Background: an optimization exercise with open tools, aiming at small area. Do not read the settings as production practice. Function was checked by simulation only, so behaviour that the tests miss may differ from the original. The flow treats the clock pin as an ideal source, which a real chip does not have. Power and IR drop assume default switching activity.

== P ==
==> flow/design.v (excerpt) <==
module spi_ram(clk,rst_n,ss_n,mosi,miso);
input clk,rst_n,ss_n,mosi;
output miso;
wire [15:0] we, nwe;
wire [7:0] wdata, rdata;
wire [15:0] rgrp;
ram r(clk,we,nwe,wdata,rgrp,rdata);
spi_slave s(clk,rst_n,ss_n,mosi,miso,we,nwe,wdata,rgrp,rdata);
endmodule
export LEC_CHECK = 0
export CAP_MARGIN = 40
export CORE_MARGIN = 2
export CORE_UTILIZATION = 70
export SLEW_MARGIN = 40
export SYNTH_HIERARCHICAL = 1
create_clock -name core_clock -period 10.0 [get_ports {clk}]
standard.sh (not shown) runs the stock make flow with config.mk's settings and CLKGATE_MAP_FILE= SYNTH_SCRIPT=/design/flow/synth_recipe.tcl, a recipe that flattens the netlist after the stock synthesis.
==> flow/flow/run.sh <==
#!/bin/bash
# The standard layout, with two changes to clock tree synthesis: the sinks are
# clustered under clkbuf_8 leaf buffers without dummy loads, and afterwards
# post_cts.tcl upsizes every clock buffer whose sinks see a slow clock edge.
set -euo pipefail
here=$(pwd)
export CTS_ARGS="-sink_clustering_enable -repair_clock_nets -sink_clustering_size ${CTS_SIZE:-12} -sink_clustering_max_diameter ${CTS_DIAM:-45} -buf_list sky130_fd_sc_hd__clkbuf_4 -dont_use_dummy_load"
export POST_CTS_TCL="$here/flow/post_cts.tcl"
export CLK_SLEW_TARGET="${CLK_SLEW_TARGET:-0.110}"
bash standard.sh > "$here/standard.log" 2>&1
==> flow/flow/post_cts.tcl <==
# Make the clock edges at the flip-flops sharp enough: upsize the clock
# buffers above the leaf level to clkbuf_16, then upsize any leaf buffer
# whose flip-flop clock pins see a slew above CLK_SLEW_TARGET (ns, with
# placement-estimated parasitics), and legalize the placement.
set thr $::env(CLK_SLEW_TARGET)
set up [dict create \
  sky130_fd_sc_hd__clkbuf_1 sky130_fd_sc_hd__clkbuf_2 \
  sky130_fd_sc_hd__clkbuf_2 sky130_fd_sc_hd__clkbuf_4 \
  sky130_fd_sc_hd__clkbuf_4 sky130_fd_sc_hd__clkbuf_8 \
  sky130_fd_sc_hd__clkbuf_8 sky130_fd_sc_hd__clkbuf_16]

proc clock_loads {inst} {
  set x [get_pins -of_objects $inst -filter "direction==output"]
  return [get_pins -of_objects [get_nets -of_objects $x] -filter "direction==input"]
}

set n 0
foreach inst [get_cells clkbuf_*] {
  set inner 0
  foreach l [clock_loads $inst] {
    if {[string match *clkbuf* [get_property [get_cells -of_objects $l] ref_name]]} {
      set inner 1
    }
  }
  if {$inner && [get_property $inst ref_name] ne "sky130_fd_sc_hd__clkbuf_16"} {
    replace_cell [get_full_name $inst] sky130_fd_sc_hd__clkbuf_16
    incr n
  }
}
puts "post_cts: upsized $n clock buffers above the leaves"

for {set it 0} {$it < 4} {incr it} {
  estimate_parasitics -placement
  set drv [dict create]
  set worst 0
  set hist [dict create]
  foreach pin [get_pins -hierarchical */CLK] {
    set s [get_property $pin slew_max]
    dict incr hist [expr {int($s * 200) * 5}]
    if {$s > $worst} { set worst $s }
    if {$s > $thr} {
      foreach d [get_pins -of_objects [get_nets -of_objects $pin] -filter "direction==output"] {
        dict set drv [get_full_name [get_cells -of_objects $d]] 1
      }
    }
  }
  puts "post_cts: pass $it clock pin slews (ps bucket: pins) [lsort -stride 2 -integer $hist]"
  set n 0
  foreach inst [dict keys $drv] {
    set master [get_property [get_cells $inst] ref_name]
    if {[dict exists $up $master]} {
      replace_cell $inst [dict get $up $master]
      incr n
    }
  }
  puts "post_cts: pass $it worst clock pin slew $worst, upsized $n leaf buffers"
  if {$n == 0} { break }
}
detailed_placement
check_placement -verbose
estimate_parasitics -placement
Input-level comparison between Q and P:
Settings: CAP_MARGIN changed from 40 to 10; SLEW_MARGIN changed from 40 to 10.
==> flow/flow/run.sh <==
#!/bin/bash
# The standard layout (standard.sh, with its standard synthesis), with two
# changes to clock tree synthesis: the sinks are clustered under clkbuf_16
# leaf buffers without dummy loads, and afterwards post_cts.tcl upsizes the
# clock buffers above the leaves, and any leaf buffer whose sinks see a slow
# clock edge. The make output goes to standard.log, each step's to orfs/logs.
set -euo pipefail
here=$(pwd)
export CTS_ARGS="-sink_clustering_enable -repair_clock_nets -sink_clustering_size 34 -sink_clustering_max_diameter 70 -sink_clustering_levels 1 -buf_list sky130_fd_sc_hd__clkbuf_16 -dont_use_dummy_load"
export POST_CTS_TCL="$here/flow/post_cts.tcl"
export CLK_SLEW_TARGET=0.110
bash standard.sh > "$here/standard.log" 2>&1
==> notes.md <==
- Taking P as the reference, in Q global-route usage now sits higher, slew at the pin closest to its max-slew limit now sits higher, pin count of the biggest net entering global routing now sits higher, relative contribution of combinational cells to total power now sits at about the same level.
- On count of non-CTS buffers in the layout: Q sits below P.
- Compared with P, in Q vias per cell now sits higher; final net count went down.
- In Q relative to P, total of clock buffers placed in the layout had gone down by more than half.
- Looking at routed length on met3, Q sits below P.
Here is what was changed in the inputs of R compared with Q.
Settings: CAP_MARGIN changed from 10 to 40; SLEW_MARGIN changed from 10 to 40.
==> flow/flow/run.sh <==
#!/bin/bash
# The standard layout, with two changes to clock tree synthesis: the sinks are
# clustered under clkbuf_8 leaf buffers without dummy loads, and afterwards
# post_cts.tcl upsizes every clock buffer whose sinks see a slow clock edge.
set -euo pipefail
here=$(pwd)
export CTS_ARGS="-sink_clustering_enable -repair_clock_nets -sink_clustering_size ${CTS_SIZE:-14} -sink_clustering_max_diameter ${CTS_DIAM:-45} -buf_list sky130_fd_sc_hd__clkbuf_4 -dont_use_dummy_load"
export POST_CTS_TCL="$here/flow/post_cts.tcl"
export CLK_SLEW_TARGET="${CLK_SLEW_TARGET:-0.110}"
bash standard.sh > "$here/standard.log" 2>&1
### Flow results
- Going from Q to R, fraction of power spent switching nets now sits higher; fraction of layout instances using a drive strength above 1 now sits higher; part of the total power dissipated in the clock network now sits higher.
- The final reports for R and Q show number of non-clock buffers in the layout higher in the former.
- Looking at Q and R, the final hold slack is a wash.
- The estimated power of R ends up higher than the estimate for Q.
Changes in S relative to R:
Settings: swapping 40 for 10 in SLEW_MARGIN; swapping 40 for 10 in CAP_MARGIN.
--- a/flow/flow/run.sh
+++ b/flow/flow/run.sh
@@ -5,5 +5,5 @@
 set -euo pipefail
 here=$(pwd)
-export CTS_ARGS="-sink_clustering_enable -repair_clock_nets -sink_clustering_size ${CTS_SIZE:-14} -sink_clustering_max_diameter ${CTS_DIAM:-45} -buf_list sky130_fd_sc_hd__clkbuf_4 -dont_use_dummy_load"
+export CTS_ARGS="-sink_clustering_enable -repair_clock_nets -sink_clustering_size ${CTS_SIZE:-35} -sink_clustering_max_diameter ${CTS_DIAM:-75} -buf_list sky130_fd_sc_hd__clkbuf_16 -root_buf sky130_fd_sc_hd__clkbuf_16 -tree_buf sky130_fd_sc_hd__clkbuf_16 -dont_use_dummy_load"
 export POST_CTS_TCL="$here/flow/post_cts.tcl"
 export CLK_SLEW_TARGET="${CLK_SLEW_TARGET:-0.110}"
Results
- Between S and R, it is S whose endpoint arrival time on the critical path is lower, by 0.03 ns.
- R and S ended up with roughly the same area share of and/or/nand/nor cells after synthesis.
- S vs R on total power: S is the lower one.
- The clock-pin transition on the worst setup and hold timing paths in S was higher than what R gave.
- S vs R — cell count dropped by a few percent
- Setup slack delta for S relative to R: 0.0031 ns higher
- Measured against each other, R and S differ in number of antenna repair diodes, the higher figure coming from S.
- In terms of overall fraction of global-route tracks in use, S and R differ only marginally.
- Between R and S, the difference in share of the cycle needed by the critical path after routing is negligible.
> inputs changed (S -> T)
Settings: changing CORE_UTILIZATION from 70 to 75.
==> flow/flow/run.sh <==
#!/bin/bash
# The standard layout, with two changes to clock tree synthesis: the sinks are
# clustered under clkbuf_8 leaf buffers without dummy loads, and afterwards
# post_cts.tcl upsizes every clock buffer whose sinks see a slow clock edge.
set -euo pipefail
here=$(pwd)
export CTS_ARGS="-sink_clustering_enable -repair_clock_nets -sink_clustering_size ${CTS_SIZE:-22} -sink_clustering_max_diameter ${CTS_DIAM:-55} -buf_list sky130_fd_sc_hd__clkbuf_8 -dont_use_dummy_load"
export POST_CTS_TCL="$here/flow/post_cts.tcl"
export POST_FLOORPLAN_TCL="$here/flow/post_floorplan.tcl"
export CLK_SLEW_TARGET="${CLK_SLEW_TARGET:-0.110}"
bash standard.sh > "$here/standard.log" 2>&1
==> flow/flow/post_floorplan.tcl (new file) <==
# Give every logic cell that synthesis sized up its smallest drive strength;
# the repair after global placement sizes cells up again wherever slew,
# capacitance or fanout need it. Flip-flops and clock cells are left alone.
set n 0
foreach inst [get_cells *] {
  set m [get_property $inst ref_name]
  if {![regexp {^sky130_fd_sc_hd__([a-z0-9]+)_([0-9]+)$} $m -> base drv]} { continue }
  if {$drv <= 1} { continue }
  if {[regexp {^(s?e?df|dl|clk|conb|tap|fill|decap|diode|ebuf|einv|lpflow|probe)} $base]} { continue }
  set new sky130_fd_sc_hd__${base}_1
  if {[llength [get_lib_cells -quiet */$new]] == 0} { continue }
  replace_cell [get_full_name $inst] $new
  incr n
}
puts "post_floorplan: downsized $n cells"
### Flow results
Layout-stage area growth over the synthesis result is higher on T
Every stage of the flow completed for T, and the final layout passed the timing, DRC and antenna checks.
T ends up with lower portion of total power attributed to sequential cells than S does.
S and T ended up with roughly the same clock-pin slew of the registers on the worst-case setup and hold paths.
Setup slack after layout in T is 0.065 ns lower than in S
Longest individual stage delay on the worst path: higher on S
Diff S -> T | number of clock buffer instances in the layout | increase of 38
Sort T and S by clock group share of total power asc -> top: S
Post-layout minimum cycle time: T vs S up 0.065 ns

---

Another version of the RTL of spi_ram (not shown whole).
Size in the first run: about 2500 cells after synthesis, about 2100 flip-flops, ~5 I/O pins.
==> flow/config.mk <==
export PLATFORM = sky130hd
export DESIGN_NAME = spi_ram
export DESIGN_NICKNAME = spi_ram
export VERILOG_FILES = /design/flow/design.v
export SDC_FILE = /design/flow/constraint.sdc
export NUM_CORES = 4
export LEC_CHECK = 0
export CAP_MARGIN = 40
export CORE_MARGIN = 2
export CORE_UTILIZATION = 75
export SLEW_MARGIN = 40
export SYNTH_HIERARCHICAL = 1
==> flow/constraint.sdc <==
create_clock -name core_clock -period 10.0 [get_ports {clk}]
set_input_delay 2.0000 -clock core_clock [delete_from_list [all_inputs] [get_ports {clk}]]
set_output_delay 2.0000 -clock core_clock [all_outputs]
set_load 0.01 [all_outputs]
==> flow/flow/run.sh <==
#!/bin/bash
# The standard layout, with two changes to clock tree synthesis: the sinks are
# clustered under clkbuf_8 leaf buffers without dummy loads, and afterwards
# post_cts.tcl upsizes every clock buffer whose sinks see a slow clock edge.
set -euo pipefail
here=$(pwd)
export CTS_ARGS="-sink_clustering_enable -repair_clock_nets -sink_clustering_size ${CTS_SIZE:-20} -sink_clustering_max_diameter ${CTS_DIAM:-60} -buf_list sky130_fd_sc_hd__clkbuf_8 -dont_use_dummy_load"
export POST_CTS_TCL="$here/flow/post_cts.tcl"
export CLK_SLEW_TARGET="${CLK_SLEW_TARGET:-0.115}"
bash standard.sh > "$here/standard.log" 2>&1
Scripts as last shown in full above: flow/flow/post_cts.tcl
Then changed:
--- a/flow/flow/run.sh
+++ b/flow/flow/run.sh
@@ -7 +7 @@
-export CTS_ARGS="-sink_clustering_enable -repair_clock_nets -sink_clustering_size ${CTS_SIZE:-20} -sink_clustering_max_diameter ${CTS_DIAM:-60} -buf_list sky130_fd_sc_hd__clkbuf_8 -dont_use_dummy_load"
+export CTS_ARGS="-sink_clustering_enable -repair_clock_nets -sink_clustering_size ${CTS_SIZE:-22} -sink_clustering_max_diameter ${CTS_DIAM:-65} -buf_list sky130_fd_sc_hd__clkbuf_8 -dont_use_dummy_load"
- CORE_UTILIZATION: 75 -> 70
- The new run completed without violations
- cell area came out higher by 1.3%
- routed wire length came out lower by 3.4%
- sequential power is about the same
- global-route usage came out lower by 2.0 points
- maximum frequency came out lower by 1.5%
- via count came out lower by 0.68%
- register-to-register slack gains 90 ps
Then changed:
--- a/flow/flow/run.sh
+++ b/flow/flow/run.sh
@@ -7 +7 @@
-export CTS_ARGS="-sink_clustering_enable -repair_clock_nets -sink_clustering_size ${CTS_SIZE:-22} -sink_clustering_max_diameter ${CTS_DIAM:-65} -buf_list sky130_fd_sc_hd__clkbuf_8 -dont_use_dummy_load"
+export CTS_ARGS="-sink_clustering_enable -repair_clock_nets -sink_clustering_size ${CTS_SIZE:-24} -sink_clustering_max_diameter ${CTS_DIAM:-70} -buf_list sky130_fd_sc_hd__clkbuf_8 -dont_use_dummy_load"
@@ -9 +9 @@
-export CLK_SLEW_TARGET="${CLK_SLEW_TARGET:-0.115}"
+export CLK_SLEW_TARGET="${CLK_SLEW_TARGET:-0.112}"
==> flow/flow/post_cts.tcl (replaced) <==
# Upsize clock buffers whose flip-flop clock pins see a slew above
# CLK_SLEW_TARGET (ns, placement-estimated parasitics), then legalize.
set thr $::env(CLK_SLEW_TARGET)
set up [dict create \
  sky130_fd_sc_hd__clkbuf_1 sky130_fd_sc_hd__clkbuf_2 \
  sky130_fd_sc_hd__clkbuf_2 sky130_fd_sc_hd__clkbuf_4 \
  sky130_fd_sc_hd__clkbuf_4 sky130_fd_sc_hd__clkbuf_8 \
  sky130_fd_sc_hd__clkbuf_8 sky130_fd_sc_hd__clkbuf_16]
for {set it 0} {$it < 4} {incr it} {
  estimate_parasitics -placement
  set drv [dict create]
  set worst 0
  foreach pin [get_pins -hierarchical */CLK] {
    set s [get_property $pin slew_max]
    if {$s > $worst} { set worst $s }
    if {$s > $thr} {
      foreach d [get_pins -of_objects [get_nets -of_objects $pin] -filter "direction==output"] {
        dict set drv [get_full_name [get_cells -of_objects $d]] 1
      }
    }
  }
  if {$it == 0} {
    set hist [dict create]
    foreach pin [get_pins -hierarchical */CLK] {
      set b [expr {int([get_property $pin slew_max] * 100) * 10}]
      dict incr hist $b
    }
    puts "post_cts: clock pin slew histogram (ps bucket: pins) [lsort -stride 2 -integer $hist]"
  }
  set n 0
  foreach inst [dict keys $drv] {
    set master [get_property [get_cells $inst] ref_name]
    if {[dict exists $up $master]} {
      replace_cell $inst [dict get $up $master]
      incr n
    }
  }
  puts "post_cts: pass $it worst clock pin slew $worst, upsized $n buffers"
  if {$n == 0} { break }
}
detailed_placement
check_placement -verbose
estimate_parasitics -placement
- CORE_UTILIZATION: 70 -> 60
- CTS_BUF_LIST: not set -> sky130_fd_sc_hd__clkbuf_16
- CTS_CLUSTER_DIAMETER: not set -> 80
- CTS_CLUSTER_SIZE: not set -> 32
- cell area goes up slightly
- area after synthesis is unchanged
- non-clock buffer count went up by 1
- die area climbs by about a fifth
- fmax came out lower slightly
- global-route usage drops by 3.5 points

[port drivers added, routing unchanged]
In the flow no input, the clock included, has a driving cell. The finished layouts below were timed again as built, in two steps. Step 1 (the two cells are an assumption about what drives the block):
set clk [get_ports {clk}]
set_driving_cell -lib_cell sky130_fd_sc_hd__clkbuf_16 $clk
set_driving_cell -lib_cell sky130_fd_sc_hd__buf_2 [delete_from_list [all_inputs] $clk]
Step 2 adds t to the input delays and takes it off the output delays; t is the mean of the earliest and latest rising clock arrival at the registers after step 1. Input paths then give back, and output paths get back, about the clock's delay inside the block. a / b / c = ideal ports / drivers / drivers and shift; a / b = the first two.
run	shift t [ns]	setup slack, ns	hold slack, ns	latest minus earliest clock arrival (ns)
P	0.747	6.102 / 6.102 / 6.102	0.260 / 0.260 / 0.260	0.068 / 0.068
Q	0.682	6.096 / 6.096 / 6.096	0.293 / 0.293 / 0.293	0.067 / 0.066
R	0.736	6.092 / 6.092 / 6.092	0.293 / 0.293 / 0.293	0.055 / 0.055
S	0.693	6.095 / 6.095 / 6.095	0.257 / 0.257 / 0.257	0.076 / 0.077
T	0.717	6.031 / 6.031 / 6.031	0.298 / 0.298 / 0.298	0.063 / 0.063
the first run of note 2	0.671	6.483 / 6.421 / 6.869	0.291 / 0.291 / 0.291	0.062 / 0.062
the second run of note 2	0.708	6.430 / 6.369 / 6.958	0.279 / 0.279 / 0.279	0.099 / 0.099
the third run of note 2	0.808	6.385 / 6.324 / 6.981	0.257 / 0.257 / 0.257	0.091 / 0.091
After both steps setup and hold are still met in every run listed.
